Source: an optimization exercise on an open RTL-to-GDS flow (aim: small area, a short achievable clock period and few clock cycles). Production flows keep margins and buffers that such runs may drop. In this exercise RTL edits were held to simulation tests only and were not proved equivalent to the original. Power figures rest on the tool's default switching activity, not on a simulated workload.

### design/flow/config.mk
export PLATFORM = sky130hd
export DESIGN_NAME = sa
export DESIGN_NICKNAME = sa
export VERILOG_FILES = /design/flow/design.v
export SDC_FILE = /design/flow/constraint.sdc
export NUM_CORES = 8
export LEC_CHECK = 0
export ABC_AREA = 1
export CAP_MARGIN = 20
export CORE_MARGIN = 2
export CORE_UTILIZATION = 50
export SLEW_MARGIN = 20
### design/flow/constraint.sdc
create_clock -name core_clock -period 10.0 [get_ports {CLK}]
set_input_delay 2.0000 -clock core_clock [delete_from_list [all_inputs] [get_ports {CLK}]]
set_output_delay 2.0000 -clock core_clock [all_outputs]
set_load 0.01 [all_outputs]
### design/flow/design.v
module categorizer (
  input        [15:0] F,
  output logic [18:0] D
);
  logic [4:0] ef;
  logic [9:0] f;
  logic       exp_ones, exp_zero, f_zero;
  logic [3:0] lz;
  logic [9:0] fs;
  always_comb begin
    ef = F[14:10];
    f  = F[9:0];
    exp_ones = &ef;
    exp_zero = ~|ef;
    f_zero   = ~|f;
    lz = 4'd9;
    for (int k = 0; k < 10; k++)
      if (f[k])
        lz = 4'(9 - k);
    fs = f << (lz + 4'd1);
    D[18] = F[15];
    D[17] = ~exp_ones & ~(exp_zero & f_zero);
    D[16] = exp_ones;
    if (exp_ones) begin
      D[15:10] = 6'd0;
      D[9:2]   = 8'd0;
      D[1]     = f[9];
      D[0]     = ~f_zero;
    end else if (exp_zero) begin
      D[15:10] = 6'(4'd9 - lz);
      D[9:0]   = fs;
    end else begin
      D[15:10] = 6'(ef) + 6'd9;
      D[9:0]   = f;
    end
  end
endmodule
module sig_mul (
  input  [9:0] A,
  input  [4:0] NEG,
  input  [5:0] ONE,
  input  [5:0] TWO,
  output [21:10] S,
  output [21:10] C,
  output CO   
);
  wire t1;
  wire t2;
  wire t3;
  wire t4;
  wire t5;
  wire t6;
  wire t7;
  wire t8;
  wire t9;
  wire t10;
  wire t11;
  wire t12;
  wire t13;
  wire t14;
  wire t15;
  wire t16;
  wire t17;
  wire t18;
  wire t19;
  wire t20;
  wire t21;
  wire t22;
  wire t23;
  wire t24;
  wire t25;
  wire t26;
  wire t27;
  wire t28;
  wire t29;
  wire t30;
  wire t31;
  wire t32;
  wire t33;
  wire t34;
  wire t35;
  wire t36;
  wire t37;
  wire t38;
  wire t39;
  wire t40;
  wire t41;
  wire t42;
  wire t43;
  wire t44;
  wire t45;
  wire t46;
  wire t47;
  wire t48;
  wire t49;
  wire t50;
  wire t51;
  wire t52;
  wire t53;
  wire t54;
  wire t55;
  wire t56;
  wire t57;
  wire t58;
  wire t59;
  wire t60;
  wire t61;
  wire t62;
  wire t63;
  wire t64;
  wire t65;
  wire t66;
  wire t67;
  wire t68;
  wire t69;
  wire t70;
  wire t71;
  wire t72;
  wire t73;
  wire t74;
  wire t75;
  wire t76;
  wire t77;
  wire t78;
  wire t79;
  wire t80;
  wire t81;
  wire t82;
  wire t83;
  wire t84;
  wire t85;
  wire t86;
  wire t87;
  wire t88;
  wire t89;
  wire t90;
  wire t91;
  wire t92;
  wire t93;
  wire t94;
  wire t95;
  wire t96;
  wire t97;
  wire t98;
  wire t99;
  wire t100;
  wire t101;
  wire t102;
  wire t103;
  wire t104;
  wire t105;
  wire t106;
  wire t107;
  wire t108;
  wire t109;
  wire t110;
  wire t111;
  wire t112;
  wire t113;
  wire t114;
  wire t115;
  wire t116;
  wire t117;
  wire t118;
  wire t119;
  wire t120;
  wire t121;
  wire t122;
  wire t123;
  wire t124;
  wire t125;
  wire t126;
  wire t127;
  wire t128;
  wire t129;
  wire t130;
  wire t131;
  wire t132;
  wire t133;
  wire t134;
  wire t135;
  wire t136;
  wire t137;
  wire t138;
  wire t139;
  wire t140;
  wire t141;
  wire t142;
  wire t143;
  wire t144;
  wire t145;
  wire t146;
  wire t147;
  wire t148;
  wire t149;
  wire t150;
  wire t151;
  wire t152;
  wire t153;
  wire t154;
  wire t155;
  wire t156;
  wire t157;
  wire t158;
  wire t159;
  wire t160;
  wire t161;
  wire t162;
  wire t163;
  wire t164;
  wire t165;
  wire t166;
  wire t167;
  wire t168;
  wire t169;
  wire t170;
  wire t171;
  wire t172;
  wire t173;
  wire t174;
  wire t175;
  wire t176;
  wire t177;
  wire t178;
  wire t179;
  wire t180;
  wire t181;
  wire t182;
  wire t183;
  wire t184;
  assign t1 = (((ONE[0] & A[0])) ^ NEG[0]);
  assign t2 = (((ONE[0] & A[1]) | (TWO[0] & A[0])) ^ NEG[0]);
  assign t3 = (((ONE[0] & A[2]) | (TWO[0] & A[1])) ^ NEG[0]);
  assign t4 = (((ONE[0] & A[3]) | (TWO[0] & A[2])) ^ NEG[0]);
  assign t5 = (((ONE[0] & A[4]) | (TWO[0] & A[3])) ^ NEG[0]);
  assign t6 = (((ONE[0] & A[5]) | (TWO[0] & A[4])) ^ NEG[0]);
  assign t7 = (((ONE[0] & A[6]) | (TWO[0] & A[5])) ^ NEG[0]);
  assign t8 = (((ONE[0] & A[7]) | (TWO[0] & A[6])) ^ NEG[0]);
  assign t9 = (((ONE[0] & A[8]) | (TWO[0] & A[7])) ^ NEG[0]);
  assign t10 = (((ONE[0] & A[9]) | (TWO[0] & A[8])) ^ NEG[0]);
  assign t11 = (((ONE[0]) | (TWO[0] & A[9])) ^ NEG[0]);
  assign t12 = (((TWO[0])) ^ NEG[0]);
  assign t13 = (((ONE[1] & A[0])) ^ NEG[1]);
  assign t14 = (((ONE[1] & A[1]) | (TWO[1] & A[0])) ^ NEG[1]);
  assign t15 = (((ONE[1] & A[2]) | (TWO[1] & A[1])) ^ NEG[1]);
  assign t16 = (((ONE[1] & A[3]) | (TWO[1] & A[2])) ^ NEG[1]);
  assign t17 = (((ONE[1] & A[4]) | (TWO[1] & A[3])) ^ NEG[1]);
  assign t18 = (((ONE[1] & A[5]) | (TWO[1] & A[4])) ^ NEG[1]);
  assign t19 = (((ONE[1] & A[6]) | (TWO[1] & A[5])) ^ NEG[1]);
  assign t20 = (((ONE[1] & A[7]) | (TWO[1] & A[6])) ^ NEG[1]);
  assign t21 = (((ONE[1] & A[8]) | (TWO[1] & A[7])) ^ NEG[1]);
  assign t22 = (((ONE[1] & A[9]) | (TWO[1] & A[8])) ^ NEG[1]);
  assign t23 = (((ONE[1]) | (TWO[1] & A[9])) ^ NEG[1]);
  assign t24 = (((TWO[1])) ^ NEG[1]);
  assign t25 = (((ONE[2] & A[0])) ^ NEG[2]);
  assign t26 = (((ONE[2] & A[1]) | (TWO[2] & A[0])) ^ NEG[2]);
  assign t27 = (((ONE[2] & A[2]) | (TWO[2] & A[1])) ^ NEG[2]);
  assign t28 = (((ONE[2] & A[3]) | (TWO[2] & A[2])) ^ NEG[2]);
  assign t29 = (((ONE[2] & A[4]) | (TWO[2] & A[3])) ^ NEG[2]);
  assign t30 = (((ONE[2] & A[5]) | (TWO[2] & A[4])) ^ NEG[2]);
  assign t31 = (((ONE[2] & A[6]) | (TWO[2] & A[5])) ^ NEG[2]);
  assign t32 = (((ONE[2] & A[7]) | (TWO[2] & A[6])) ^ NEG[2]);
  assign t33 = (((ONE[2] & A[8]) | (TWO[2] & A[7])) ^ NEG[2]);
  assign t34 = (((ONE[2] & A[9]) | (TWO[2] & A[8])) ^ NEG[2]);
  assign t35 = (((ONE[2]) | (TWO[2] & A[9])) ^ NEG[2]);
  assign t36 = (((TWO[2])) ^ NEG[2]);
  assign t37 = (((ONE[3] & A[0])) ^ NEG[3]);
  assign t38 = (((ONE[3] & A[1]) | (TWO[3] & A[0])) ^ NEG[3]);
  assign t39 = (((ONE[3] & A[2]) | (TWO[3] & A[1])) ^ NEG[3]);
  assign t40 = (((ONE[3] & A[3]) | (TWO[3] & A[2])) ^ NEG[3]);
  assign t41 = (((ONE[3] & A[4]) | (TWO[3] & A[3])) ^ NEG[3]);
  assign t42 = (((ONE[3] & A[5]) | (TWO[3] & A[4])) ^ NEG[3]);
  assign t43 = (((ONE[3] & A[6]) | (TWO[3] & A[5])) ^ NEG[3]);
  assign t44 = (((ONE[3] & A[7]) | (TWO[3] & A[6])) ^ NEG[3]);
  assign t45 = (((ONE[3] & A[8]) | (TWO[3] & A[7])) ^ NEG[3]);
  assign t46 = (((ONE[3] & A[9]) | (TWO[3] & A[8])) ^ NEG[3]);
  assign t47 = (((ONE[3]) | (TWO[3] & A[9])) ^ NEG[3]);
  assign t48 = (((TWO[3])) ^ NEG[3]);
  assign t49 = (((ONE[4] & A[0])) ^ NEG[4]);
  assign t50 = (((ONE[4] & A[1]) | (TWO[4] & A[0])) ^ NEG[4]);
  assign t51 = (((ONE[4] & A[2]) | (TWO[4] & A[1])) ^ NEG[4]);
  assign t52 = (((ONE[4] & A[3]) | (TWO[4] & A[2])) ^ NEG[4]);
  assign t53 = (((ONE[4] & A[4]) | (TWO[4] & A[3])) ^ NEG[4]);
  assign t54 = (((ONE[4] & A[5]) | (TWO[4] & A[4])) ^ NEG[4]);
  assign t55 = (((ONE[4] & A[6]) | (TWO[4] & A[5])) ^ NEG[4]);
  assign t56 = (((ONE[4] & A[7]) | (TWO[4] & A[6])) ^ NEG[4]);
  assign t57 = (((ONE[4] & A[8]) | (TWO[4] & A[7])) ^ NEG[4]);
  assign t58 = (((ONE[4] & A[9]) | (TWO[4] & A[8])) ^ NEG[4]);
  assign t59 = (((ONE[4]) | (TWO[4] & A[9])) ^ NEG[4]);
  assign t60 = (((TWO[4])) ^ NEG[4]);
  assign t61 = ((ONE[5] & A[0]));
  assign t62 = ((ONE[5] & A[1]) | (TWO[5] & A[0]));
  assign t63 = ((ONE[5] & A[2]) | (TWO[5] & A[1]));
  assign t64 = ((ONE[5] & A[3]) | (TWO[5] & A[2]));
  assign t65 = ((ONE[5] & A[4]) | (TWO[5] & A[3]));
  assign t66 = ((ONE[5] & A[5]) | (TWO[5] & A[4]));
  assign t67 = ((ONE[5] & A[6]) | (TWO[5] & A[5]));
  assign t68 = ((ONE[5] & A[7]) | (TWO[5] & A[6]));
  assign t69 = ((ONE[5] & A[8]) | (TWO[5] & A[7]));
  assign t70 = ((ONE[5] & A[9]) | (TWO[5] & A[8]));
  assign t71 = ((ONE[5]) | (TWO[5] & A[9]));
  assign t72 = ((TWO[5]));
  assign t73 = t7 ^ t17;
  assign t74 = t7 & t17;
  assign t75 = t8 ^ t18;
  assign t76 = t8 & t18;
  assign t77 = t9 ^ t19 ^ t29;
  assign t78 = (t9 & t19) | (t9 & t29) | (t19 & t29);
  assign t79 = t39 ^ t49;
  assign t80 = t39 & t49;
  assign t81 = t10 ^ t20 ^ t30;
  assign t82 = (t10 & t20) | (t10 & t30) | (t20 & t30);
  assign t83 = t40 ^ t50;
  assign t84 = t40 & t50;
  assign t85 = t11 ^ t21 ^ t31;
  assign t86 = (t11 & t21) | (t11 & t31) | (t21 & t31);
  assign t87 = t41 ^ t51 ^ t61;
  assign t88 = (t41 & t51) | (t41 & t61) | (t51 & t61);
  assign t89 = t12 ^ t22 ^ t32;
  assign t90 = (t12 & t22) | (t12 & t32) | (t22 & t32);
  assign t91 = t42 ^ t52 ^ t62;
  assign t92 = (t42 & t52) | (t42 & t62) | (t52 & t62);
  assign t93 = t23 ^ t33 ^ t43;
  assign t94 = (t23 & t33) | (t23 & t43) | (t33 & t43);
  assign t95 = t53 ^ t63 ^ NEG[0];
  assign t96 = (t53 & t63) | (t53 & NEG[0]) | (t63 & NEG[0]);
  assign t97 = t24 ^ t34 ^ t44;
  assign t98 = (t24 & t34) | (t24 & t44) | (t34 & t44);
  assign t99 = t54 ^ t64 ^ NEG[0];
  assign t100 = (t54 & t64) | (t54 & NEG[0]) | (t64 & NEG[0]);
  assign t101 = t35 ^ t45 ^ t55;
  assign t102 = (t35 & t45) | (t35 & t55) | (t45 & t55);
  assign t103 = t65 ^ ~NEG[0] ^ ~NEG[1];
  assign t104 = (t65 & ~NEG[0]) | (t65 & ~NEG[1]) | (~NEG[0] & ~NEG[1]);
  assign t105 = t36 ^ t46 ^ t56;
  assign t106 = (t36 & t46) | (t36 & t56) | (t46 & t56);
  assign t107 = t66 ^ 1'b1;
  assign t108 = t66 & 1'b1;
  assign t109 = t47 ^ t57 ^ t67;
  assign t110 = (t47 & t57) | (t47 & t67) | (t57 & t67);
  assign t111 = t48 ^ t58;
  assign t112 = t48 & t58;
  assign t113 = t5 ^ t15;
  assign t114 = t5 & t15;
  assign t115 = t6 ^ t16;
  assign t116 = t6 & t16;
  assign t117 = t73 ^ t27 ^ t37;
  assign t118 = (t73 & t27) | (t73 & t37) | (t27 & t37);
  assign t119 = t75 ^ t28 ^ t38;
  assign t120 = (t75 & t28) | (t75 & t38) | (t28 & t38);
  assign t121 = t77 ^ t79 ^ NEG[4];
  assign t122 = (t77 & t79) | (t77 & NEG[4]) | (t79 & NEG[4]);
  assign t123 = t81 ^ t83 ^ t78;
  assign t124 = (t81 & t83) | (t81 & t78) | (t83 & t78);
  assign t125 = t85 ^ t87 ^ t82;
  assign t126 = (t85 & t87) | (t85 & t82) | (t87 & t82);
  assign t127 = t89 ^ t91 ^ t86;
  assign t128 = (t89 & t91) | (t89 & t86) | (t91 & t86);
  assign t129 = t93 ^ t95 ^ t90;
  assign t130 = (t93 & t95) | (t93 & t90) | (t95 & t90);
  assign t131 = t97 ^ t99 ^ t94;
  assign t132 = (t97 & t99) | (t97 & t94) | (t99 & t94);
  assign t133 = t101 ^ t103 ^ t98;
  assign t134 = (t101 & t103) | (t101 & t98) | (t103 & t98);
  assign t135 = t105 ^ t107 ^ t102;
  assign t136 = (t105 & t107) | (t105 & t102) | (t107 & t102);
  assign t137 = t109 ^ ~NEG[2] ^ t106;
  assign t138 = (t109 & ~NEG[2]) | (t109 & t106) | (~NEG[2] & t106);
  assign t139 = t111 ^ t68 ^ 1'b1;
  assign t140 = (t111 & t68) | (t111 & 1'b1) | (t68 & 1'b1);
  assign t141 = t59 ^ t69 ^ ~NEG[3];
  assign t142 = (t59 & t69) | (t59 & ~NEG[3]) | (t69 & ~NEG[3]);
  assign t143 = t60 ^ t70;
  assign t144 = t60 & t70;
  assign t145 = t3 ^ t13;
  assign t146 = t3 & t13;
  assign t147 = t4 ^ t14;
  assign t148 = t4 & t14;
  assign t149 = t113 ^ t25 ^ NEG[2];
  assign t150 = (t113 & t25) | (t113 & NEG[2]) | (t25 & NEG[2]);
  assign t151 = t115 ^ t26 ^ t114;
  assign t152 = (t115 & t26) | (t115 & t114) | (t26 & t114);
  assign t153 = t117 ^ NEG[3] ^ t116;
  assign t154 = (t117 & NEG[3]) | (t117 & t116) | (NEG[3] & t116);
  assign t155 = t119 ^ t74 ^ t118;
  assign t156 = (t119 & t74) | (t119 & t118) | (t74 & t118);
  assign t157 = t121 ^ t76 ^ t120;
  assign t158 = (t121 & t76) | (t121 & t120) | (t76 & t120);
  assign t159 = t123 ^ t80 ^ t122;
  assign t160 = (t123 & t80) | (t123 & t122) | (t80 & t122);
  assign t161 = t125 ^ t84 ^ t124;
  assign t162 = (t125 & t84) | (t125 & t124) | (t84 & t124);
  assign t163 = t127 ^ t88 ^ t126;
  assign t164 = (t127 & t88) | (t127 & t126) | (t88 & t126);
  assign t165 = t129 ^ t92 ^ t128;
  assign t166 = (t129 & t92) | (t129 & t128) | (t92 & t128);
  assign t167 = t131 ^ t96 ^ t130;
  assign t168 = (t131 & t96) | (t131 & t130) | (t96 & t130);
  assign t169 = t133 ^ t100 ^ t132;
  assign t170 = (t133 & t100) | (t133 & t132) | (t100 & t132);
  assign t171 = t135 ^ t104 ^ t134;
  assign t172 = (t135 & t104) | (t135 & t134) | (t104 & t134);
  assign t173 = t137 ^ t108 ^ t136;
  assign t174 = (t137 & t108) | (t137 & t136) | (t108 & t136);
  assign t175 = t139 ^ t110 ^ t138;
  assign t176 = (t139 & t110) | (t139 & t138) | (t110 & t138);
  assign t177 = t141 ^ t112 ^ t140;
  assign t178 = (t141 & t112) | (t141 & t140) | (t112 & t140);
  assign t179 = t143 ^ 1'b1 ^ t142;
  assign t180 = (t143 & 1'b1) | (t143 & t142) | (1'b1 & t142);
  assign t181 = t71 ^ ~NEG[4] ^ t144;
  assign t182 = (t71 & ~NEG[4]) | (t71 & t144) | (~NEG[4] & t144);
  assign t183 = t72 ^ 1'b1;
  assign t184 = t72 & 1'b1;
  wire [21:0] r0 = {t183, t181, t179, t177, t175, t173, t171, t169, t167, t165, t163, t161, t159, t157, t155, t153, t151, t149, t147, t145, t2, t1};
  wire [21:0] r1 = {t182, t180, t178, t176, t174, t172, t170, t168, t166, t164, t162, t160, t158, t156, t154, t152, t150, t148, t146, NEG[1], 1'b0, NEG[0]};
  wire [10:0] low = {1'b0, r0[9:0]} + {1'b0, r1[9:0]};
  assign S = r0[21:10];
  assign C = r1[21:10];
  assign CO = low[10];
endmodule
module booth_enc (
  input        [9:0] B,
  output logic [4:0] NEG,
  output logic [5:0] ONE,
  output logic [5:0] TWO
);
  logic [11:0] b;   
  always_comb begin
    b = {1'b1, B, 1'b0};
    for (int k = 0; k < 5; k++) begin
      NEG[k] = b[2*k+2] & ~(b[2*k+1] & b[2*k]);
      ONE[k] = b[2*k+1] ^ b[2*k];
      TWO[k] = (b[2*k+2] & ~b[2*k+1] & ~b[2*k]) | (~b[2*k+2] & b[2*k+1] & b[2*k]);
    end
    ONE[5] = ~b[10];
    TWO[5] = b[10];
  end
endmodule
module subnorm_calc (
  input        [11:0] MS  ,
  input        [11:0] MC  ,
  input               CO  ,
  input        [ 6:0] ESUM,
  input               SGN ,
  input               NZ  ,
  input               SP  ,
  output logic [41:0] X   ,
  output logic        CI  ,
  output logic        SPO    
);
  logic [11:0] m;
  logic [11:0] mt;
  logic        add, neg;
  logic [ 5:0] r;
  logic [81:0] v;
  always_comb begin
    m   = MS + MC + 12'(CO);
    add = NZ & (ESUM >= 7'd23) & ~ESUM[6];
    neg = add & SGN;
    mt  = add ? ({m[11:1], m[0] & ~m[11]} ^ {12{SGN}}) : 12'd0;
    r   = ~ESUM[5:0];
    v   = {{41{neg}}, mt, {29{neg}}};
    X   = 42'(v >> r);
    CI  = neg;
    SPO = SP | (NZ & (ESUM[6] | ((ESUM[5:0] == 6'd63) & m[11])));
  end
endmodule
module multiplier (
  input        [18:0] A     ,
  input        [25:0] B     ,
  output logic [11:0] MS    ,
  output logic [11:0] MC    ,
  output logic        CO    ,
  output logic [ 6:0] ESUM  ,
  output logic        SGN   ,
  output logic        NZ    ,  
  output logic        SP    ,  
  output logic        NAN   ,
  output logic        SPSIGN
);
  logic a_zero, b_zero, a_inf, b_inf, a_nan, b_nan, a_snan, b_snan;
  sig_mul sm (
    .A  (A[9:0]  ),
    .NEG(B[16:12]),
    .ONE(B[11:6] ),
    .TWO(B[5:0]  ),
    .S  (MS      ),
    .C  (MC      ),
    .CO (CO      )
  );
  always_comb begin
    ESUM = 7'(A[15:10]) + 7'(B[22:17]);
    SGN  = A[18] ^ B[25];
    NZ   = A[17] & B[24];
    a_zero = ~A[17] & ~A[16];
    b_zero = ~B[24] & ~B[23];
    a_nan  = A[16] & A[0];
    b_nan  = B[23] & B[0];
    a_inf  = A[16] & ~A[0];
    b_inf  = B[23] & ~B[0];
    a_snan = a_nan & ~A[1];
    b_snan = b_nan & ~B[1];
    NAN = a_nan | b_nan | (a_inf & b_zero) | (a_zero & b_inf);
    SP  = NAN | a_inf | b_inf;
    if (a_snan)
      SPSIGN = A[18];
    else if (b_snan)
      SPSIGN = B[25];
    else if (a_nan)
      SPSIGN = A[18];
    else if (b_nan)
      SPSIGN = B[25];
    else
      SPSIGN = A[18] ^ B[25];
  end
endmodule
module post_add_norm (
  input        [41:0] SUM ,
  output logic        SIGN,
  output logic [41:0] MAG
);
  logic [41:0] z;
  always_comb begin
    SIGN = SUM[41];
    z = {SUM[40:0], 1'b0};
    for (int l = 1; l < 42; l = l * 2)
      for (int i = 0; i < 42; i++)
        if ((i / l) % 2 == 1)
          z[i] = z[i] | z[(i / l) * l - 1];
    MAG = SUM ^ ({42{SIGN}} & z);
  end
endmodule
module final_result (
  input        [41:0] MAG    ,
  input               SIGN   ,
  input               SP_ANY ,
  input               SP_NAN ,
  input               SP_SIGN,
  output logic [15:0] DO
);
  logic [39:0] v;
  logic [ 4:0] lz;
  logic        sub;
  logic        ovf;
  always_comb begin
    v = MAG[39:0];
    lz[4] = ~|v[39:24]; if (lz[4]) v = v << 16;
    lz[3] = ~|v[39:32]; if (lz[3]) v = v << 8;
    lz[2] = ~|v[39:36]; if (lz[2]) v = v << 4;
    lz[1] = ~|v[39:38]; if (lz[1]) v = v << 2;
    lz[0] = ~v[39];     if (lz[0]) v = v << 1;
    sub = ~|MAG[39:10];   
    ovf = (|MAG[41:40]) || ((&MAG[39:29]) && (|MAG[28:0]));
    if (SP_ANY)
      DO = {SP_SIGN, SP_NAN ? 15'h7FFF : 15'h7C00};
    else if (ovf)
      DO = {SIGN, 15'h7C00};
    else if (sub)
      DO = {SIGN, 5'd0, MAG[9:0]};
    else
      DO = {SIGN, 5'd30 - lz, v[38:29]};
  end
endmodule
module acc (
  input               CLK    ,
  input               RSTn   ,
  input               DVI    ,
  input               DVN    ,  
  input        [41:0] X      ,
  input               CI     ,
  input               SP     ,
  input               NAN    ,
  input               SPSIGN ,
  output logic [41:0] ACC    ,
  output logic        FIN    ,  
  output logic        SP_ANY ,
  output logic        SP_NAN ,
  output logic        SP_SIGN
);
  logic [1:0] cnt;
  logic       first;   
  logic       first_n;
  logic       clr;     
  always_comb
    first_n = DVI ? (cnt == 2'd3) : first;
  always_ff @(negedge RSTn, posedge CLK)
    if (!RSTn)
      clr <= 1'b0;
    else
      clr <= DVN && first_n;
  logic [41:0] a, g, p, gg, pp;
  always_comb begin
    a  = clr ? 42'd0 : ACC;
    g  = a & X;
    p  = a ^ X;
    gg = g;
    pp = p;
    gg[0] = g[0] | (p[0] & CI);
    for (int l = 1; l < 42; l = l * 2)
      for (int i = 0; i < 42; i++)
        if ((i / l) % 2 == 1) begin
          gg[i] = gg[i] | (pp[i] & gg[(i / l) * l - 1]);
          pp[i] = pp[i] & pp[(i / l) * l - 1];
        end
  end
  always_ff @(posedge CLK)
    ACC <= p ^ {gg[40:0], CI};
  always_ff @(negedge RSTn, posedge CLK)
    if (!RSTn) begin
      cnt   <= 2'd0;
      first <= 1'b1;
      FIN   <= 1'b0;
    end else begin
      if (DVI) begin
        cnt   <= cnt + 2'd1;
      end
      first <= first_n;
      FIN <= DVI && (cnt == 2'd3);
    end
  always_ff @(posedge CLK)
    if (DVI && (first || (!SP_ANY && SP))) begin
      SP_ANY  <= SP;
      SP_NAN  <= NAN;
      SP_SIGN <= SPSIGN;
    end
endmodule
module mac (
  input               CLK ,
  input               RSTn,
  input               DVI ,
  input        [18:0] A   ,
  input        [25:0] B   ,
  output logic        FIN ,
  output logic [44:0] RES
);
  logic [11:0] p_ms, p_mc;
  logic        p_co;
  logic [ 6:0] p_esum;
  logic        p_sgn, p_nz, p_sp, p_nan, p_spsign;
  multiplier mul (
    .A     (A       ),
    .B     (B       ),
    .MS    (p_ms    ),
    .MC    (p_mc    ),
    .CO    (p_co    ),
    .ESUM  (p_esum  ),
    .SGN   (p_sgn   ),
    .NZ    (p_nz    ),
    .SP    (p_sp    ),
    .NAN   (p_nan   ),
    .SPSIGN(p_spsign)
  );
  logic        m_v;
  logic [11:0] m_ms, m_mc;
  logic        m_co;
  logic [ 6:0] m_esum;
  logic        m_sgn, m_nz, m_sp, m_nan, m_spsign;
  always_ff @(negedge RSTn, posedge CLK)
    if (!RSTn)
      m_v <= 1'b0;
    else
      m_v <= DVI;
  always_ff @(posedge CLK) begin
    m_ms     <= p_ms;
    m_mc     <= p_mc;
    m_co     <= p_co;
    m_esum   <= p_esum;
    m_sgn    <= p_sgn;
    m_nz     <= p_nz & DVI;
    m_sp     <= p_sp;
    m_nan    <= p_nan;
    m_spsign <= p_spsign;
  end
  logic [41:0] q_x;
  logic        q_ci, q_sp;
  subnorm_calc align (
    .MS  (m_ms  ),
    .MC  (m_mc  ),
    .CO  (m_co  ),
    .ESUM(m_esum),
    .SGN (m_sgn ),
    .NZ  (m_nz  ),
    .SP  (m_sp  ),
    .X   (q_x   ),
    .CI  (q_ci  ),
    .SPO (q_sp  )
  );
  logic        a_v;
  logic [41:0] a_x;
  logic        a_ci, a_sp, a_nan, a_spsign;
  always_ff @(negedge RSTn, posedge CLK)
    if (!RSTn)
      a_v <= 1'b0;
    else
      a_v <= m_v;
  always_ff @(posedge CLK) begin
    a_x      <= q_x;
    a_ci     <= q_ci;
    a_sp     <= q_sp;
    a_nan    <= m_nan;
    a_spsign <= m_spsign;
  end
  acc accum (
    .CLK    (CLK      ),
    .RSTn   (RSTn     ),
    .DVI    (a_v      ),
    .DVN    (m_v      ),
    .X      (a_x      ),
    .CI     (a_ci     ),
    .SP     (a_sp     ),
    .NAN    (a_nan    ),
    .SPSIGN (a_spsign ),
    .ACC    (RES[41:0]),
    .FIN    (FIN      ),
    .SP_ANY (RES[42]  ),
    .SP_NAN (RES[43]  ),
    .SP_SIGN(RES[44]  )
  );
endmodule
module sa #(parameter DIMENSION = 4) (
  input                                             CLK ,
  input                                             RSTn,
  input        [DIMENSION-1:0]                      DVI ,
  input        [          1:0][DIMENSION-1:0][15:0] DI  ,
  output logic [DIMENSION-1:0][DIMENSION-1:0]       DVO ,
  output logic [DIMENSION-1:0][DIMENSION-1:0][15:0] DO
);
  localparam N = DIMENSION;
  localparam W  = 19;   
  localparam WC = 26;   
  logic [N-1:0][W-1:0]  row_dec, col_dec;
  for (genvar i = 0; i < N; i++) begin : g_dec
    categorizer row_cat (.F(DI[0][i]), .D(row_dec[i]));
    categorizer col_cat (.F(DI[1][i]), .D(col_dec[i]));
  end
  logic [N-1:0][N:0][W-1:0]    row_pp;
  logic [N-1:0][W-1:0]         col_q;     
  logic [N-1:0][WC-1:0]        col_enc;
  logic [N-1:0][N-1:1][WC-1:0] col_pp;    
  logic [N-1:0][N:0]           dv_pp;
  for (genvar i = 0; i < N; i++) begin : g_pp
    logic [4:0] neg;
    logic [5:0] one, two;
    booth_enc col_bth (.B(col_q[i][9:0]), .NEG(neg), .ONE(one), .TWO(two));
    always_comb
      if (col_q[i][16])
        col_enc[i] = {col_q[i][18:10], 15'd0, col_q[i][1:0]};
      else
        col_enc[i] = {col_q[i][18:10], neg, one, two};
    always_ff @(posedge CLK) begin
      row_pp[i][0] <= row_dec[i];
      for (int d = 1; d <= N; d++)
        row_pp[i][d] <= row_pp[i][d-1];
      col_q[i]     <= col_dec[i];
      col_pp[i][1] <= col_enc[i];
      for (int d = 2; d < N; d++)
        col_pp[i][d] <= col_pp[i][d-1];
    end
    always_ff @(negedge RSTn, posedge CLK)
      if (!RSTn)
        dv_pp[i] <= '0;
      else
        dv_pp[i] <= {dv_pp[i][N-1:0], DVI[i]};
  end
  logic [N-1:0][N-1:0]       fin;
  logic [N-1:0][N-1:0][44:0] res;
  logic [N-1:0][44:0]        sel;
  logic [N-1:0][15:0]        result;
  logic [N-1:0][15:0]        do_q;
  logic [N-1:0][41:0]        mag_q;
  logic [N-1:0]              sign_q;
  logic [N-1:0][2:0]         sp_q;
  logic [N-1:0][N-1:0]       fin_q;
  logic [N-1:0]              n_sign;
  logic [N-1:0][41:0]        n_mag;
  for (genvar i = 0; i < N; i++) begin : g_row
    for (genvar j = 0; j < N; j++) begin : g_pe
      localparam int DR = (i == 0) ? j + 1 : j;
      localparam int DC = (i == 0) ? 1 : i;
      mac pe (
        .CLK (CLK          ),
        .RSTn(RSTn         ),
        .DVI (dv_pp[i][DR] ),
        .A   (row_pp[i][DR]),
        .B   (col_pp[j][DC]),
        .FIN (fin[i][j]   ),
        .RES (res[i][j]   )
      );
    end
    always_comb begin
      sel[i] = '0;
      for (int j = 0; j < N; j++)
        sel[i] = sel[i] | (res[i][j] & {45{fin[i][j]}});
    end
    post_add_norm abs_val (
      .SUM (sel[i][41:0]),
      .SIGN(n_sign[i]   ),
      .MAG (n_mag[i]    )
    );
    always_ff @(posedge CLK) begin
      mag_q[i]  <= n_mag[i];
      sign_q[i] <= n_sign[i];
      sp_q[i]   <= sel[i][44:42];
    end
    always_ff @(negedge RSTn, posedge CLK)
      if (!RSTn)
        fin_q[i] <= '0;
      else
        fin_q[i] <= fin[i];
    final_result fr (
      .MAG    (mag_q[i]   ),
      .SIGN   (sign_q[i]  ),
      .SP_ANY (sp_q[i][0] ),
      .SP_NAN (sp_q[i][1] ),
      .SP_SIGN(sp_q[i][2] ),
      .DO     (result[i]  )
    );
    always_ff @(posedge CLK)
      do_q[i] <= result[i];
    always_ff @(posedge CLK)
      DVO[i] <= fin_q[i];
    for (genvar j = 0; j < N; j++) begin : g_do
      always_comb
        DO[i][j] = do_q[i];
    end
  end
endmodule
### design/flow/flow/run.sh
#!/bin/bash
# Own layout flow: the standard synthesis unchanged, then the standard
# ORFS steps with timing repair aimed below the 10 ns clock period (the
# design is still laid out and signed off at the design's clock period and
# constraints), gate resizing across cell footprints, a clock tree without
# dummy loads, buf_2 port buffers, and the DO pins that share a register
# placed side by side.
# Each step's output goes to a log file of its own.
set -euo pipefail

# extra make variables for the layout steps
EXTRA="MATCH_CELL_FOOTPRINT=0 SETUP_SLACK_MARGIN=6.55 PRE_IO_PLACEMENT_TCL=$(pwd)/flow/io.tcl"
export BUFFER_PORTS_ARGS="-buffer_cell sky130_fd_sc_hd__buf_2"
export CTS_ARGS="-sink_clustering_enable -repair_clock_nets -sink_clustering_size 40 -sink_clustering_max_diameter 50 -dont_use_dummy_load"

bash standard.sh synth > synth.log 2>&1
sed "s|\"\${@:-finish}\"|$EXTRA \"\${@:-finish}\"|" standard.sh > layout.sh
for step in floorplan place cts route finish; do
  bash layout.sh $step > $step.log 2>&1
done
### design/flow/flow/io.tcl
# Pin placement: the four DO ports of a row that show the same register bit
# (DO[i][0..3][b]) are placed next to each other.
for {set i 0} {$i < 4} {incr i} {
  for {set b 0} {$b < 16} {incr b} {
    set pins {}
    for {set j 0} {$j < 4} {incr j} {
      lappend pins "DO\[[expr {$i * 64 + $j * 16 + $b}]\]"
    }
    set_io_pin_constraint -group -order -pin_names $pins
  }
}
### design/flow/standard.sh
#!/bin/bash
# synth_recipe.tcl (not shown) runs the flow's synth.tcl, then flattens the netlist and writes it again
# the make line also repeats each setting of config.mk as NAME=value (left out here)
make -C /OpenROAD-flow-scripts/flow DESIGN_CONFIG=/design/flow/config.mk WORK_HOME=/design/flow/orfs CLKGATE_MAP_FILE= SYNTH_SCRIPT=/design/flow/synth_recipe.tcl "${@:-finish}"
==> results of run 1 <==
[worst register-to-register path: stages (launching register included)]
cell and delay [ps]:
dfxtp_1 560, inv_1 330, o22ai_1 270, xor2_1 240
fa_1 460, fa_1 490, inv_1 50, fa_1 440
ha_1 320, a21oi_1 130, nand2_1 70
[flip-flops by register name, summed over array words and instances (netlist names), 19 cells and up]
| signal | flops |
|---|---|
| g_row.g_pe.pe.m_mc | 192 |
| g_row.g_pe.pe.m_esum | 112 |
| do_q | 64 |
| row_pp | 19 |
| col_pp | 312 |
| g_row.g_pe.pe.a_x | 672 |
| g_row.g_pe.pe.accum.ACC | 672 |
| g_row.g_pe.pe.A | 304 |
| col_q | 76 |
| g_row.g_pe.pe.m_ms | 188 |
| g_row.g_pe.pe.accum.cnt | 32 |
| mag_q | 168 |
[per-layer routing]
metal,up-vias,share of wire
met4,10,0.058
met5,-,0.00012
met1,79600,0.43
li1,82600,-
met3,1238,0.073
met2,6108,0.44
[where the power goes]
part / internal, mW / leakage [nW] / total (mW) / switching, mW
Combinational: 16.6 / 79.4 / 45.2 / 28.6
Clock: 6.79 / 4.84 / 11.8 / 4.98
Sequential: 17.5 / 26.8 / 21.0 / 3.50
[logic make-up (layout without fill, tap and decap cells)]
family | after synthesis | in the layout | share of synthesized area
other | 0 | 104 | 0
AND/OR/NAND/NOR | 9646 | 9646 | 0.205
buffers and inverters | 4643 | 5242 | 0.0959
multiplexers | 14 | 14 | 0.000728
AO/OA/AOI/OAI | 3982 | 3982 | 0.120
adder cells (fa/ha/maj) | 2088 | 2088 | 0.166
flip-flops | 3140 | 3140 | 0.329
XOR/XNOR | 1847 | 1847 | 0.0833
[Yosys cell counts, types with 233 or more instances]
| master | n | share of area |
|---|---|---|
| xor2_1 | 1560 | 0.070 |
| xnor2_1 | 287 | 0.013 |
| ha_1 | 1272 | 0.082 |
| inv_1 | 3271 | 0.063 |
| dfxtp_1 | 2971 | 0.31 |
| fa_1 | 816 | 0.084 |
| nor2_1 | 1807 | 0.035 |
| o21ai_0 | 1013 | 0.026 |
| clkinv_1 | 233 | 0.0045 |
| nand3_1 | 1743 | 0.045 |
| nand2_1 | 5628 | 0.11 |
| a21oi_1 | 1114 | 0.029 |
| clkbuf_1 | 581 | 0.011 |
| o22ai_1 | 1094 | 0.035 |
[per-stage QoR]
stage	total power, mW	utilization
after floorplan	49.9	-
after global placement	62.0	0.516
after detailed placement	62.5	0.516
after CTS	76.3	0.556
after global routing	84.6	0.570
final	78.0	0.570
[worst min path at each step]
stage / startpoint / to / slack, ps / cells after the start
floorplan: col_q[34] / col_pp[100] / 310 / 0
global placement: col_q[15] / col_pp[22] / 310 / 0
detailed placement: col_q[34] / col_pp[100] / 310 / 0
CTS: g_row[2].g_pe[3].pe.m_nan / g_row[2].g_pe[3].pe.a_nan / 270 / 0
global route: g_row[2].g_pe[3].pe.m_nan / g_row[2].g_pe[3].pe.a_nan / 270 / 0
finish: g_row[2].g_pe[3].pe.m_nan / g_row[2].g_pe[3].pe.a_nan / 270 / 0
[area by class of cell]
| class | count | area, sq um | area share |
|---|---|---|---|
| multi-input combinational | 17600 | 114000 | 0.517 |
| sequential | 3140 | 64600 | 0.293 |
| inverter | 3588 | 14400 | 0.0654 |
| timing repair buffer | 1229 | 10700 | 0.0486 |
| clock buffer | 393 | 9830 | 0.0446 |
| tap | 5175 | 6470 | 0.0294 |
| antenna | 104 | 260 | 0.00118 |
| timing repair inverter | 32 | 164 | 0.000744 |
[timing repair]
item / in CTS / in global routing
setup endpoints to repair: 1313 / 1095
hold buffers: 0 / 0
buffers inserted: 249 / 416
resized for setup: 859 / 543
pin swaps: 101 / 141
gates cloned: 33 / 26
==> impl_metrics.csv, run 1 <==
group,metric,value,unit
outcome,status,"no timing/DRC/antenna violations",
yosys,yosysUniqueCellTypes,72,
power,pleak,111,nW
sta,max_freq,287,MHz
clock_network,cts_buffers,393,
sta,timing.setup.tns,0,ps
yosys,synthesis.area,194000,sq um
clock_network,cts_tree,"done",
global_routing,globalRoute.busiestLayer,"met2",
drt,detail_route.wirelength,662000,um
final_layout,syn2layout_area_growth,13.4,%
yosys,synth.net_count,27600,
yosys,ys_seq_elements,3140,
yosys,synth.yosys.seq_area_share,0.329,
sta,period_needed,3480,ps
yosys,syn-mean-instance-area,7.66,sq um
sta,hold_viol,0,
global_routing,grt_pass1_wl,977000,um
critical_path,worst-path-max-fanout,4,
critical_path,capture_point_of_the_critical_path,"DO[14]",
sta,grt_setup_unrepaired,"yes",
drt,pre_repair_dr_iteration_count,9,
clock_network,cts.clk_slew.worst_paths,70,ps
drt,post_route_drc_violation_count,0,
drt,vias_per_cell,5.43,
floorplan,placementRows,228,
yosys,synthFlopType,"dfxtp_1",
critical_path,startpoint_of_the_lowest_slack_register_to_register_path,"g_row[2].g_pe[2].pe.A[7]",
sta,post_route_clock_period_utilization,0.348,
yosys,synth_warnings,9,
drt,avgRoutedWirePerCell,21.2,um
floorplan,die_x,627,um
global_routing,number_of_antenna_violations_at_the_first_check_in_global_routing,67,
job,number_of_violations_of_the_max_capacitance_limit,0,
critical_path,crit_buf_inv,1,
clock_network,htree_levels,5,
drt,final_antenna_net_count,0,
critical_path,critical_path.reg2reg.endpoint,"g_row[2].g_pe[2].pe.m_co",
sta,report.final.setup_viol,0,
place,place.detailed.hpwl,514000,um
final_layout,layout_common_cells,"5564 x nand2_1, 3134 x inv_1, 2713 x dfxtp_1, 1772 x nor2_1, 1723 x nand3_1",
critical_path,worst-endpoint-required,8000,ps
sta,max-slew-margin-rel,0.178,
place,place.port_buffers,405,
critical_path,cp_cell_sequence,"buf_6",
sta,hold-worst-slack,267,ps
sta,pins_over_slew_limit,0,
critical_path,worstRegToRegCells,10,
yosys,synth_edf_count,48,
critical_path,timing.setup.critical_path_class,"reg -> out",
global_routing,globalRoute.totalOverflow,0,
power,power.density_cell_area,354,nW/um^2
final_layout,layout-drive-gt1-share,0.110,
clock_network,ctsLongestPathBuffers,4,
critical_path,crit_slowest_cell,"dfxtp_4",
final_layout,fill_cells,36500,
min_path,worst_hold_path_type,"reg -> reg",
critical_path,r2r_setup_slack,6590,ps
final_layout,post_layout_nonfiller_instances,31200,
power,irDropWorstVdd,0.000234,V
global_routing,gr-usage-all-layers,0.325,
floorplan,initial_utilization,0.503,
place,gpl.final_weighted_congestion,0.981,
place,post_dp_cell_area,199000,sq um
critical_path,critical_path.top_delay_family,"flip-flops",
critical_path,critical_path.max_stage_delay,360,ps
yosys,ys_async_rst_share,0.0385,
global_routing,grt_util_met1,0.441,
sta,fin_worst_skew,88.6,ps
place,preCtsSetupSlack,5630,ps
clock_network,clock-root-buffer,"clkbuf_16",
critical_path,worst-path-stages,1,
critical_path,cp.arrival,1480,ps
drt,initialDrtViolationCount,15200,
global_routing,grt_pass1_vias,159000,
clock_network,numClockSinks,3140,
global_routing,grt_use_met3,0.0459,
drt,routed-via-count,170000,
critical_path,cp-end-kind,"output port",
final_layout,fin_nets,28200,
floorplan,ios,406,
critical_path,worst_setup_path_startpoint,"do_q[14]",
place,placed_cells_incl_taps,30000,
final_layout,layout.cells.most_common,"nand2_1",
sta,worst_slack,6520,ps
floorplan,core_area,386000,sq um
sta,max_slew.worst_pin.slew,1230,ps
global_routing,grt_max_degree,49,
final_layout,area_of_all_placed_cells_without_fillers,220000,sq um
clock_network,clock_latency,1000,ps
yosys,syn-instance-count,25400,
floorplan,floorplan.die.height,627,um
critical_path,start_kind,"register",
floorplan,die_area,393000,sq um
global_routing,grt.met2_usage,0.504,
Testbench counts, summed over its fixed seeds: cycles 1,120.
==> run 2, diff against run 1 <==
--- a/design/flow/flow/run.sh
+++ b/design/flow/flow/run.sh
@@ -10,5 +10,5 @@
 
 # extra make variables for the layout steps
-EXTRA="MATCH_CELL_FOOTPRINT=0 SETUP_SLACK_MARGIN=6.55 PRE_IO_PLACEMENT_TCL=$(pwd)/flow/io.tcl"
+EXTRA="MATCH_CELL_FOOTPRINT=0 SETUP_SLACK_MARGIN=6.62 PRE_IO_PLACEMENT_TCL=$(pwd)/flow/io.tcl"
 export BUFFER_PORTS_ARGS="-buffer_cell sky130_fd_sc_hd__buf_2"
 export CTS_ARGS="-sink_clustering_enable -repair_clock_nets -sink_clustering_size 40 -sink_clustering_max_diameter 50 -dont_use_dummy_load"
==> run 2 against run 1 <==
Compared with the run above:
- register-to-register slack improved by 30 ps
- sequential share of layout area fell by 0.092 points
- still clean
- sequential power barely moved
- core utilization rose by 0.28 points
- largest cell class unchanged
==> impl_metrics.csv, run 2 <==
group,metric,value,unit
outcome,status,"no timing/DRC/antenna violations",
power,sequential_power_share,0.269,
final_layout,area_of_the_multi_input_gates,114000,sq um
sta,report.final.setup_viol,0,
clock_network,htree_levels,5,
yosys,synth.net_count,27600,
sta,grt_setup_unrepaired,"yes",
yosys,synthFlopType,"dfxtp_1",
sta,timing.setup.tns,0,ps
critical_path,critical_path.top_delay_family,"flip-flops",
critical_path,cp_cell_sequence,"buf_6",
critical_path,crit_buf_inv,1,
power,sw_power,37.1,mW
sta,post_route_clock_period_utilization,0.349,
yosys,netlist_top_cells_area,"dfxtp_1 31%, nand2_1 11%, fa_1 8.4%",
power,pleak,111,nW
power,clockPowerShare,0.148,
yosys,syn-mean-instance-area,7.66,sq um
floorplan,initial_utilization,0.503,
floorplan,die_area,393000,sq um
yosys,ys_seq_elements,3140,
clock_network,cts_buffers,384,
drt,vias_per_cell,5.42,
sta,fin_worst_skew,115,ps
final_layout,layout.cells.most_common,"nand2_1",
power,share_comb_of_total_power,0.583,
floorplan,floorplan.die.height,627,um
yosys,synth_largest_area_cell,"dfxtp_1",
global_routing,gr-usage-all-layers,0.324,
drt,post_route_drc_violation_count,0,
clock_network,cts.clk_slew.worst_paths,80,ps
clock_network,cts_tree,"done",
yosys,synth_edf_count,48,
sta,max-slew-margin-rel,0.203,
critical_path,cp.arrival,1490,ps
floorplan,ios,406,
floorplan,die_x,627,um
global_routing,grt_pass1_wl,974000,um
sta,hold_viol,0,
critical_path,worst-endpoint-required,8000,ps
clock_network,clock_latency,1030,ps
sta,max_freq,287,MHz
drt,avgRoutedWirePerCell,21.1,um
power,power.share.switching,0.475,
critical_path,crit_slowest_cell,"dfxtp_4",
global_routing,grt_pass1_vias,159000,
final_layout,fin_nets,28200,
power,power.density_cell_area,353,nW/um^2
critical_path,critical_path.max_stage_delay,390,ps
yosys,synthMostInstantiatedCell,"nand2_1",
drt,initialDrtViolationCount,15000,
floorplan,core_area,386000,sq um
yosys,synth_top_area_frac,0.306,
yosys,yosysUniqueCellTypes,72,
power,cell_int_power,41.0,mW
global_routing,number_of_antenna_violations_at_the_first_check_in_global_routing,57,
critical_path,worst-path-max-fanout,4,
power,total_power,78.1,mW
final_layout,post-route-util,0.573,
drt,routed-via-count,170000,
sta,period_needed,3490,ps
power,irDropWorstVdd,0.000211,V
final_layout,layout_common_cells,"5527 x nand2_1, 3104 x inv_1, 2668 x dfxtp_1, 1769 x nor2_1, 1713 x nand3_1",
sta,max_slew.worst_pin.slew,1190,ps
final_layout,post_layout_nonfiller_instances,31300,
yosys,synth_warnings,9,
sta,pins_over_slew_limit,0,
place,placed_cells_incl_taps,30000,
yosys,synthesis.area,194000,sq um
critical_path,cp-end-kind,"output port",
clock_network,numClockSinks,3140,
global_routing,globalRoute.totalOverflow,0,
place,gpl.final_weighted_congestion,0.975,
place,place.detailed.hpwl,509000,um
final_layout,fill_cells,36300,
floorplan,placementRows,228,
job,number_of_violations_of_the_max_capacitance_limit,0,
place,place.port_buffers,405,
yosys,syn-instance-count,25400,
drt,pre_repair_dr_iteration_count,7,
yosys,ys_async_rst_share,0.0385,
clock_network,clock-root-buffer,"clkbuf_16",
clock_network,ctsLongestPathBuffers,4,
drt,final_antenna_net_count,0,
final_layout,area_used_by_sequential_logic_in_the_layout,64700,sq um
yosys,synth.yosys.seq_area_share,0.329,
drt,detail_route.wirelength,660000,um
min_path,worst_hold_path_type,"reg -> reg",
final_layout,syn2layout_area_growth,14.0,%
critical_path,timing.setup.critical_path_class,"reg -> out",
critical_path,start_kind,"register",
yosys,synth.cells.most_frequent,"5628 x nand2_1, 3271 x inv_1, 2971 x dfxtp_1, 1807 x nor2_1, 1743 x nand3_1",
clock_network,hold_buffers,0,
global_routing,grt_max_degree,58,
final_layout,reg.largest.list,"g_row.g_pe.pe.a_x x672, g_row.g_pe.pe.accum.ACC x672, col_pp x312",
final_layout,layout-drive-gt1-share,0.118,
[run 2: cell counts after synthesis]
Identical to the previous run, type by type.
[run 2: logic make-up after synthesis]
group,after synthesis,synth area share
adders and majority gates,2088,0.166
xor gates and xnor gates,1847,0.0833
DFF,3140,0.329
buffers and inverters,4643,0.0959
muxes,14,0.000728
AOI/OAI and AO/OA,3982,0.120
and+or+nand+nor,9646,0.205
[run 2: per-stage QoR]
stage	setup WS, ps	hold WS [ps]	area [sq um]
floorplan	6310	310	195000
detailed placement	5010	312	199000
global placement	4920	310	199000
finish	6510	280	221000
CTS	6450	283	215000
global route	6450	282	221000
[run 2: final timing paths]
path / from / endpoint / slack [ps] / cells after the start
setup / recovery: do_q[16] / DO[96] / 6510 / 1
hold / removal: g_row[2].g_pe[1].pe.m_spsign / g_row[2].g_pe[1].pe.a_spsign / 280 / 0
setup reg to reg: g_row[2].g_pe[2].pe.A[8] / g_row[2].g_pe[2].pe.m_co / 6620 / 10
hold reg to reg: g_row[2].g_pe[1].pe.m_spsign / g_row[2].g_pe[1].pe.a_spsign / 280 / 0
min in group asynchronous: RSTn / g_row[3].g_pe[0].pe.accum.clr / 1010 / 1
max in group asynchronous: RSTn / g_row[1].g_pe[1].pe.accum.clr / 6970 / 3
[run 2: layout make-up]
class | count | share of cell area
sequential | 3140 | 0.292
antenna | 108 | 0.00122
timing repair inverter | 41 | 0.00100
tap | 5175 | 0.0292
clock buffer | 384 | 0.0434
timing repair buffer | 1269 | 0.0506
multi-input combinational | 17600 | 0.516
inverter | 3588 | 0.0661
[run 2: timing repair]
action	in CTS	in global routing
buffers inserted	301	405
resized for setup	945	703
cloned	46	29
endpoints found under the setup margin	1434	1188
pin swaps	124	207
[run 2: layer usage]
layer	global-route usage	wire length, um
met2	0.500	288000
met1	0.436	286000
met3	0.0548	48700
met5	0	120
met4	0.163	36400
[run 2: power by group through the flow]
stage,clock network (mW),registers [mW],logic [mW]
after floorplan,0,19.0,30.8
after global placement,0,20.9,41.0
after global routing,12.3,21.4,51.0
after CTS,11.8,20.9,43.5
final,11.6,21.0,45.5
after detailed placement,0,20.9,41.5
==> run 3, diff against run 2 <==
--- a/design/flow/flow/run.sh
+++ b/design/flow/flow/run.sh
@@ -4,12 +4,10 @@
 # design is still laid out and signed off at the design's clock period and
 # constraints), gate resizing across cell footprints, a clock tree without
-# dummy loads, buf_2 port buffers, and the DO pins that share a register
-# placed side by side.
+# dummy loads, and the DO pins that share a register placed side by side.
 # Each step's output goes to a log file of its own.
 set -euo pipefail
 
 # extra make variables for the layout steps
-EXTRA="MATCH_CELL_FOOTPRINT=0 SETUP_SLACK_MARGIN=6.62 PRE_IO_PLACEMENT_TCL=$(pwd)/flow/io.tcl"
-export BUFFER_PORTS_ARGS="-buffer_cell sky130_fd_sc_hd__buf_2"
+EXTRA="MATCH_CELL_FOOTPRINT=0 SETUP_SLACK_MARGIN=6.55 PRE_IO_PLACEMENT_TCL=$(pwd)/flow/io.tcl"
 export CTS_ARGS="-sink_clustering_enable -repair_clock_nets -sink_clustering_size 40 -sink_clustering_max_diameter 50 -dont_use_dummy_load"
 
==> run 3 against run 2 <==
Compared with the run above:
- clock power hardly changed
- first-iteration DRC count is 1.6% lower
- highest routed layer unchanged
- clock skew is 26 ps lower
- sequential cell count is the same
==> impl_metrics.csv, run 3 <==
group,metric,value,unit
outcome,status,"no timing/DRC/antenna violations",
clock_network,htree_levels,5,
critical_path,crit_buf_inv,1,
yosys,netlist_top_cells_area,"dfxtp_1 31%, nand2_1 11%, fa_1 8.4%",
critical_path,critical_path.top_delay_family,"flip-flops",
global_routing,number_of_antenna_violations_at_the_first_check_in_global_routing,48,
global_routing,globalRoute.totalOverflow,0,
critical_path,cp_cell_sequence,"buf_6",
critical_path,critical_path.max_stage_delay,390,ps
yosys,synth.net_count,27600,
sta,pins_over_slew_limit,0,
clock_network,ctsLongestPathBuffers,4,
critical_path,worst-endpoint-required,8000,ps
final_layout,reg.largest.list,"g_row.g_pe.pe.a_x x672, g_row.g_pe.pe.accum.ACC x672, col_pp x312",
sta,fin_worst_skew,88.9,ps
sta,grt_setup_unrepaired,"yes",
final_layout,layout_common_cells,"5548 x nand2_1, 3130 x inv_1, 2704 x dfxtp_1, 1769 x nor2_1, 1722 x nand3_1",
power,irDropWorstVdd,0.000217,V
yosys,syn-instance-count,25400,
final_layout,fin_nets,28200,
drt,initialDrtViolationCount,14800,
sta,max_slew.worst_pin.slew,1210,ps
sta,hold_viol,0,
yosys,synth_edf_count,48,
critical_path,cp-end-kind,"output port",
yosys,syn-mean-instance-area,7.66,sq um
floorplan,initial_utilization,0.503,
floorplan,floorplan.die.height,627,um
drt,detail_route.wirelength,656000,um
floorplan,ios,406,
floorplan,die_x,627,um
floorplan,core_area,386000,sq um
yosys,synthFlopType,"dfxtp_1",
power,power.density_cell_area,351,nW/um^2
global_routing,grt_pass1_vias,159000,
yosys,ys_async_rst_share,0.0385,
drt,routed-via-count,169000,
critical_path,worstRegToRegCells,10,
final_layout,layout.cells.most_common,"nand2_1",
yosys,synth.yosys.seq_area_share,0.329,
floorplan,placementRows,228,
global_routing,grt_pass1_wl,975000,um
place,place.port_buffers,405,
clock_network,clock-root-buffer,"clkbuf_16",
yosys,yosysUniqueCellTypes,72,
sta,period_needed,3480,ps
sta,max_freq,287,MHz
critical_path,cp.arrival,1480,ps
yosys,synth_largest_area_cell,"dfxtp_1",
yosys,synth.cells.most_frequent,"5628 x nand2_1, 3271 x inv_1, 2971 x dfxtp_1, 1807 x nor2_1, 1743 x nand3_1",
global_routing,grt_max_degree,49,
min_path,min_path_cells,0,
drt,avgRoutedWirePerCell,21.0,um
critical_path,start_kind,"register",
yosys,synth_top_area_frac,0.306,
yosys,synthMostInstantiatedCell,"nand2_1",
sta,timing.setup.tns,0,ps
place,place.detailed.hpwl,510000,um
final_layout,syn2layout_area_growth,13.7,%
floorplan,die_area,393000,sq um
yosys,ys_seq_elements,3140,
yosys,synthesis.area,194000,sq um
yosys,synth_warnings,9,
clock_network,cts_tree,"done",
drt,post_route_drc_violation_count,0,
place,gpl.final_weighted_congestion,0.983,
critical_path,worst-path-max-fanout,4,
drt,final_antenna_net_count,0,
job,number_of_violations_of_the_max_capacitance_limit,0,
sta,report.final.setup_viol,0,
global_routing,gr-usage-all-layers,0.323,
clock_network,clock_latency,1000,ps
drt,vias_per_cell,5.42,
critical_path,crit_slowest_cell,"dfxtp_4",
clock_network,cts_buffers,384,
min_path,worst_hold_path_type,"reg -> reg",
clock_network,cts.clk_slew.worst_paths,70,ps
critical_path,worst-path-stages,1,
final_layout,layout-drive-gt1-share,0.106,
sta,max-slew-margin-rel,0.191,
sta,hold-worst-slack,274,ps
critical_path,timing.setup.critical_path_class,"reg -> out",
clock_network,numClockSinks,3140,
drt,pre_repair_dr_iteration_count,8,
power,pleak,111,nW
sta,post_route_clock_period_utilization,0.348,
[run 3: cell count changes in the layout (fill, tap and decap cells not counted), sizes merged]
| cell | before | now |
|---|---|---|
| dlymetal6s2s | 0 | 28 |
| clkinv | 130 | 140 |
| inv | 3234 | 3262 |
| clkdlybuf4s50 | 0 | 104 |
| bufinv | 2 | 1 |
| clkinvlp | 263 | 213 |
| clkbuf | 423 | 437 |
| nand2 | 5667 | 5668 |
| diode | 108 | 96 |
| buf | 1230 | 1033 |
[run 3: routing by layer]
layer | GRT usage | vias to the layer above | share of wire
li1 | - | 82600 | -
met1 | 0.433 | 79200 | 0.43
met2 | 0.500 | 5935 | 0.44
met3 | 0.0520 | 1316 | 0.073
met4 | 0.173 | 24 | 0.059
met5 | 0 | - | 0.00025
[run 3: area by class of cell]
type                    instances  area [sq um]
repair buffers               1218         11300
inverters                    3588         14400
fillers                     36500        165000
multi-input cells           17600        114000
repair inverters               28           140
diodes                         96           240
flip-flops and latches       3140         64600
clock buffers                 384          9610
well taps                    5175          6470
[run 3: worst paths after layout]
| kind | startpoint | to | slack, ps |
|---|---|---|---|
| max in group asynchronous | RSTn | g_row[0].g_pe[0].pe.accum.clr | 6890 |
| worst max register to register | g_row[0].g_pe[2].pe.A[8] | g_row[0].g_pe[2].pe.m_co | 6580 |
| worst min-delay path | col_q[18] | col_pp[25] | 270 |
| worst max-delay path | do_q[17] | DO[113] | 6520 |
| worst min register to register | col_q[18] | col_pp[25] | 270 |
| min in group asynchronous | RSTn | dv_pp[6] | 1110 |
[run 3: stage by stage]
stage	util	instances	power [mW]	worst slack (ps)	cell area, sq um
after floorplan	-	25400	49.9	6300	195000
after global placement	0.521	30000	62.2	4440	201000
after detailed placement	0.521	30000	62.8	4590	201000
after CTS	0.558	30700	76.1	6440	216000
after global routing	0.571	31200	84.2	6430	221000
final	0.572	31200	77.6	6520	221000
[run 3: repair_timing]
action,4_1_cts,5_1_grt
buffers inserted,293,370
setup endpoints to repair,1436,1143
endpoints found under the hold margin,0,0
pin swaps,129,190
gates resized for setup,1723,565
cloned,39,20
hold buffers,0,0
[run 3: kinds of logic after synthesis]
group,synth area share
adders and majority gates,0.166
buffers and inverters,0.0959
xor gates and xnor gates,0.0833
DFF,0.329
AOI/OAI and AO/OA,0.120
muxes,0.000728
and+or+nand+nor,0.205
[run 3: report_power, final]
| part | switching (mW) | internal, mW | leakage [nW] | total (mW) |
|---|---|---|---|---|
| combinational | 28.4 | 16.6 | 79.6 | 45.1 |
| clock | 4.94 | 6.65 | 4.73 | 11.6 |
| sequential | 3.39 | 17.5 | 26.8 | 20.9 |
==> run 4, diff against run 3 <==
--- a/design/flow/flow/run.sh
+++ b/design/flow/flow/run.sh
@@ -4,5 +4,6 @@
 # design is still laid out and signed off at the design's clock period and
 # constraints), gate resizing across cell footprints, a clock tree without
-# dummy loads, and the DO pins that share a register placed side by side.
+# dummy loads, buf_2 port buffers, and the DO pins that share a register
+# placed side by side.
 # Each step's output goes to a log file of its own.
 set -euo pipefail
@@ -10,5 +11,6 @@
 # extra make variables for the layout steps
 EXTRA="MATCH_CELL_FOOTPRINT=0 SETUP_SLACK_MARGIN=6.55 PRE_IO_PLACEMENT_TCL=$(pwd)/flow/io.tcl"
-export CTS_ARGS="-sink_clustering_enable -repair_clock_nets -sink_clustering_size 40 -sink_clustering_max_diameter 50 -dont_use_dummy_load"
+export BUFFER_PORTS_ARGS="-buffer_cell sky130_fd_sc_hd__buf_2"
+export CTS_ARGS="-sink_clustering_enable -repair_clock_nets -sink_clustering_size 40 -sink_clustering_max_diameter 60 -dont_use_dummy_load"
 
 bash standard.sh synth > synth.log 2>&1
--- a/design/flow/config.mk
+++ b/design/flow/config.mk
@@ -9,4 +9,4 @@
 export CAP_MARGIN = 20
 export CORE_MARGIN = 2
-export CORE_UTILIZATION = 50
+export CORE_UTILIZATION = 55
 export SLEW_MARGIN = 20
==> run 4 against run 3 <==
Compared with the run above:
- sequential share of layout area rose by 0.67 points
- cell count shrank 2.3%
- hold slack better by 12 ps
- worst setup slack worse by 7.4 ps
- register-to-register slack worse by 40 ps
- core utilization up 4.1 points
- critical path type unchanged
- critical endpoint is now DO[210]
- highest routed layer unchanged
==> impl_metrics.csv, run 4 <==
group,metric,value,unit
critical_path,crit_slowest_cell,"dfxtp_4",
critical_path,worst-endpoint-required,8000,ps
final_layout,syn2layout_area_growth,11.1,%
drt,final_antenna_net_count,0,
critical_path,cp_cell_sequence,"buf_6",
sta,worst_slack,6510,ps
clock_network,htree_levels,5,
critical_path,crit_buf_inv,1,
yosys,synth.cells.most_frequent,"5628 x nand2_1, 3271 x inv_1, 2971 x dfxtp_1, 1807 x nor2_1, 1743 x nand3_1",
critical_path,timing.setup.critical_path_class,"reg -> out",
drt,pre_repair_dr_iteration_count,6,
sta,max_slew.worst_pin.slew,1170,ps
drt,detail_route.wirelength,644000,um
final_layout,fill_cells,32400,
yosys,synthFlopType,"dfxtp_1",
power,power.density_cell_area,348,nW/um^2
critical_path,start_kind,"register",
global_routing,grt_pass1_vias,159000,
critical_path,critical_path.top_delay_family,"flip-flops",
yosys,synth_top_area_frac,0.306,
yosys,ys_seq_elements,3140,
clock_network,hold_buffers,0,
clock_network,numClockSinks,3140,
yosys,synth_warnings,9,
global_routing,globalRoute.totalOverflow,0,
final_layout,layout-drive-gt1-share,0.101,
clock_network,cts_tree,"done",
final_layout,layout.cells.most_common,"nand2_1",
sta,period_needed,3490,ps
sta,pins_over_slew_limit,0,
critical_path,worstRegToRegCells,13,
sta,fin_worst_skew,101,ps
critical_path,r2r_setup_slack,6540,ps
critical_path,cp.arrival,1490,ps
drt,avgRoutedWirePerCell,21.1,um
sta,max_freq,286,MHz
power,pleak,109,nW
critical_path,worst-path-stages,1,
floorplan,initial_utilization,0.551,
sta,report.final.setup_viol,0,
floorplan,core_area,352000,sq um
floorplan,floorplan.die.height,598,um
power,irDropWorstVdd,0.000233,V
sta,max-slew-margin-rel,0.220,
place,place.detailed.hpwl,505000,um
clock_network,cts_buffers,287,
critical_path,capture_point_of_the_critical_path,"DO[210]",
job,number_of_violations_of_the_max_capacitance_limit,0,
yosys,synthesis.area,194000,sq um
critical_path,startpoint_of_the_lowest_slack_register_to_register_path,"g_row[2].g_pe[0].pe.A[0]",
final_layout,fin_nets,28000,
critical_path,cp-end-kind,"output port",
place,place.port_buffers,405,
drt,post_route_drc_violation_count,0,
global_routing,number_of_antenna_violations_at_the_first_check_in_global_routing,50,
place,gpl.final_weighted_congestion,1.05,
yosys,syn-instance-count,25400,
sta,post_route_clock_period_utilization,0.349,
drt,vias_per_cell,5.52,
critical_path,worst_setup_path_startpoint,"do_q[50]",
sta,timing.setup.tns,0,ps
clock_network,clock-root-buffer,"clkbuf_16",
sta,hold_viol,0,
yosys,synth_largest_area_cell,"dfxtp_1",
place,preCtsSetupSlack,4910,ps
floorplan,die_area,358000,sq um
yosys,synthMostInstantiatedCell,"nand2_1",
final_layout,layout_common_cells,"5570 x nand2_1, 3153 x inv_1, 2708 x dfxtp_1, 1774 x nor2_1, 1727 x nand3_1",
yosys,ys_async_rst_share,0.0385,
floorplan,ios,406,
min_path,worst_hold_path_type,"reg -> reg",
clock_network,clock_latency,1000,ps
critical_path,critical_path.max_stage_delay,410,ps
global_routing,grt_max_degree,50,
outcome,status,"no timing/DRC/antenna violations",
yosys,synth.net_count,27600,
drt,routed-via-count,168000,
global_routing,gr-usage-all-layers,0.350,
critical_path,worst-path-max-fanout,4,
yosys,synth_edf_count,48,
yosys,synth.yosys.seq_area_share,0.329,
clock_network,cts.clk_slew.worst_paths,120,ps
drt,initialDrtViolationCount,13800,
yosys,yosysUniqueCellTypes,72,
critical_path,critical_path.reg2reg.endpoint,"g_row[2].g_pe[0].pe.m_co",
clock_network,ctsLongestPathBuffers,4,
final_layout,reg.largest.list,"g_row.g_pe.pe.a_x x672, g_row.g_pe.pe.accum.ACC x672, col_pp x312",
floorplan,placementRows,218,
global_routing,grt_pass1_wl,959000,um
floorplan,die_x,598,um
yosys,netlist_top_cells_area,"dfxtp_1 31%, nand2_1 11%, fa_1 8.4%",
sta,grt_setup_unrepaired,"yes",
yosys,syn-mean-instance-area,7.66,sq um
==> run 4: cell counts after synthesis <==
No cell type changed its count.
==> run 4: how the worst min path moves through the flow <==
stage                                            start                           end  slack, ps  cells after the start
after floorplan                              col_q[34]                   col_pp[100]        310                      0
after global placement       g_row[3].g_pe[2].pe.m_nan     g_row[3].g_pe[2].pe.a_nan        310                      0
after detailed placement  g_row[1].g_pe[3].pe.m_spsign  g_row[1].g_pe[3].pe.a_spsign        310                      0
after CTS                 g_row[1].g_pe[0].pe.m_spsign  g_row[1].g_pe[0].pe.a_spsign        290                      0
after global routing      g_row[1].g_pe[0].pe.m_spsign  g_row[1].g_pe[0].pe.a_spsign        300                      0
final                     g_row[1].g_pe[0].pe.m_spsign  g_row[1].g_pe[0].pe.a_spsign        290                      0
==> run 4: timing repair <==
action / in CTS / in global routing
setup endpoints to repair: 1296 / 1102
setup buffers: 272 / 295
pin swaps: 100 / 144
cloned: 35 / 21
gates resized for setup: 839 / 486
==> run 4: metrics by stage <==
step                      total power, mW  area [sq um]  utilization  hold slack [ps]  instances
final                                75.2        216000        0.613              286      30500
after global routing                 81.6        216000        0.613              300      30500
after CTS                            73.6        212000        0.601              286      30200
after detailed placement             61.9        199000        0.564              312      29600
after global placement               61.2        199000        0.564              310      29600
after floorplan                      49.9        195000            -              310      25400
==> run 4: final cells by class <==
class / count / area [sq um] / area share
Multi-Input combinational cell: 17600 / 114000 / 0.527
Inverter: 3588 / 14400 / 0.0665
Tap cell: 4730 / 5920 / 0.0274
Timing Repair Buffer: 1125 / 9780 / 0.0453
Clock buffer: 287 / 7180 / 0.0333
Timing Repair inverter: 28 / 140 / 0.000650
Antenna cell: 27 / 67.6 / 0.000313
Sequential cell: 3140 / 64600 / 0.299
==> run 4: kinds of logic after synthesis <==
logic type               Yosys count  share of synthesized area
AO/OA/AOI/OAI                   3982                      0.120
adder cells (fa/ha/maj)         2088                      0.166
XOR/XNOR                        1847                     0.0833
flip-flops                      3140                      0.329
AND/OR/NAND/NOR                 9646                      0.205
buffers and inverters           4643                     0.0959
multiplexers                      14                   0.000728
==> run 4: metal layers <==
| metal | GRT usage | share of wire | up-vias |
|---|---|---|---|
| li1 | - | - | 82100 |
| met1 | 0.440 | 0.41 | 79100 |
| met2 | 0.565 | 0.45 | 5879 |
| met3 | 0.0536 | 0.068 | 1428 |
| met4 | 0.219 | 0.074 | 16 |
| met5 | 0 | 0.00017 | - |
==> run 4: where the power goes <==
group | leakage [nW] | internal [mW] | switching [mW] | total [mW]
clock | 3.54 | 5.03 | 4.61 | 9.65
sequential | 26.8 | 17.5 | 3.51 | 21.0
combinational | 78.9 | 16.5 | 28.0 | 44.5
total | 109 | 39.0 | 36.1 | 75.2

## what the ideal ports hide
The flow's constraints put no driver on any port. The routed layouts listed below were extracted and timed again, unchanged, in two steps.
Step 1 assumes that a clkbuf_16 drives the clock port and a buf_2 every other input.
Step 2 times the ports against the registers' clock, not the clock port: input delays grow and output delays shrink by t, the midpoint of the rising clock arrivals with the driver on.
a / b / c = ideal / step 1 / step 2; a / b = the first two.
run	t (ns)	setup slack, ns	worst setup path at the end	latest minus earliest clock arrival (ns)	slew at the worst register clock pin (ns)
run 1	1.067	6.520 / 6.405 / 5.485	input to register	0.107 / 0.107	0.08 / 0.08
run 2	1.100	6.510 / 6.383 / 5.520	input to register	0.117 / 0.116	0.08 / 0.08
run 3	1.057	6.516 / 6.395 / 5.338	input to register	0.113 / 0.112	0.08 / 0.08
run 4	1.059	6.509 / 6.384 / 5.729	input to register	0.129 / 0.130	0.12 / 0.12
After both steps every run listed still meets setup and hold. For run 3, which loses most, drivers alone change the setup slack by -0.121 ns; drivers and shift together by -1.178 ns.
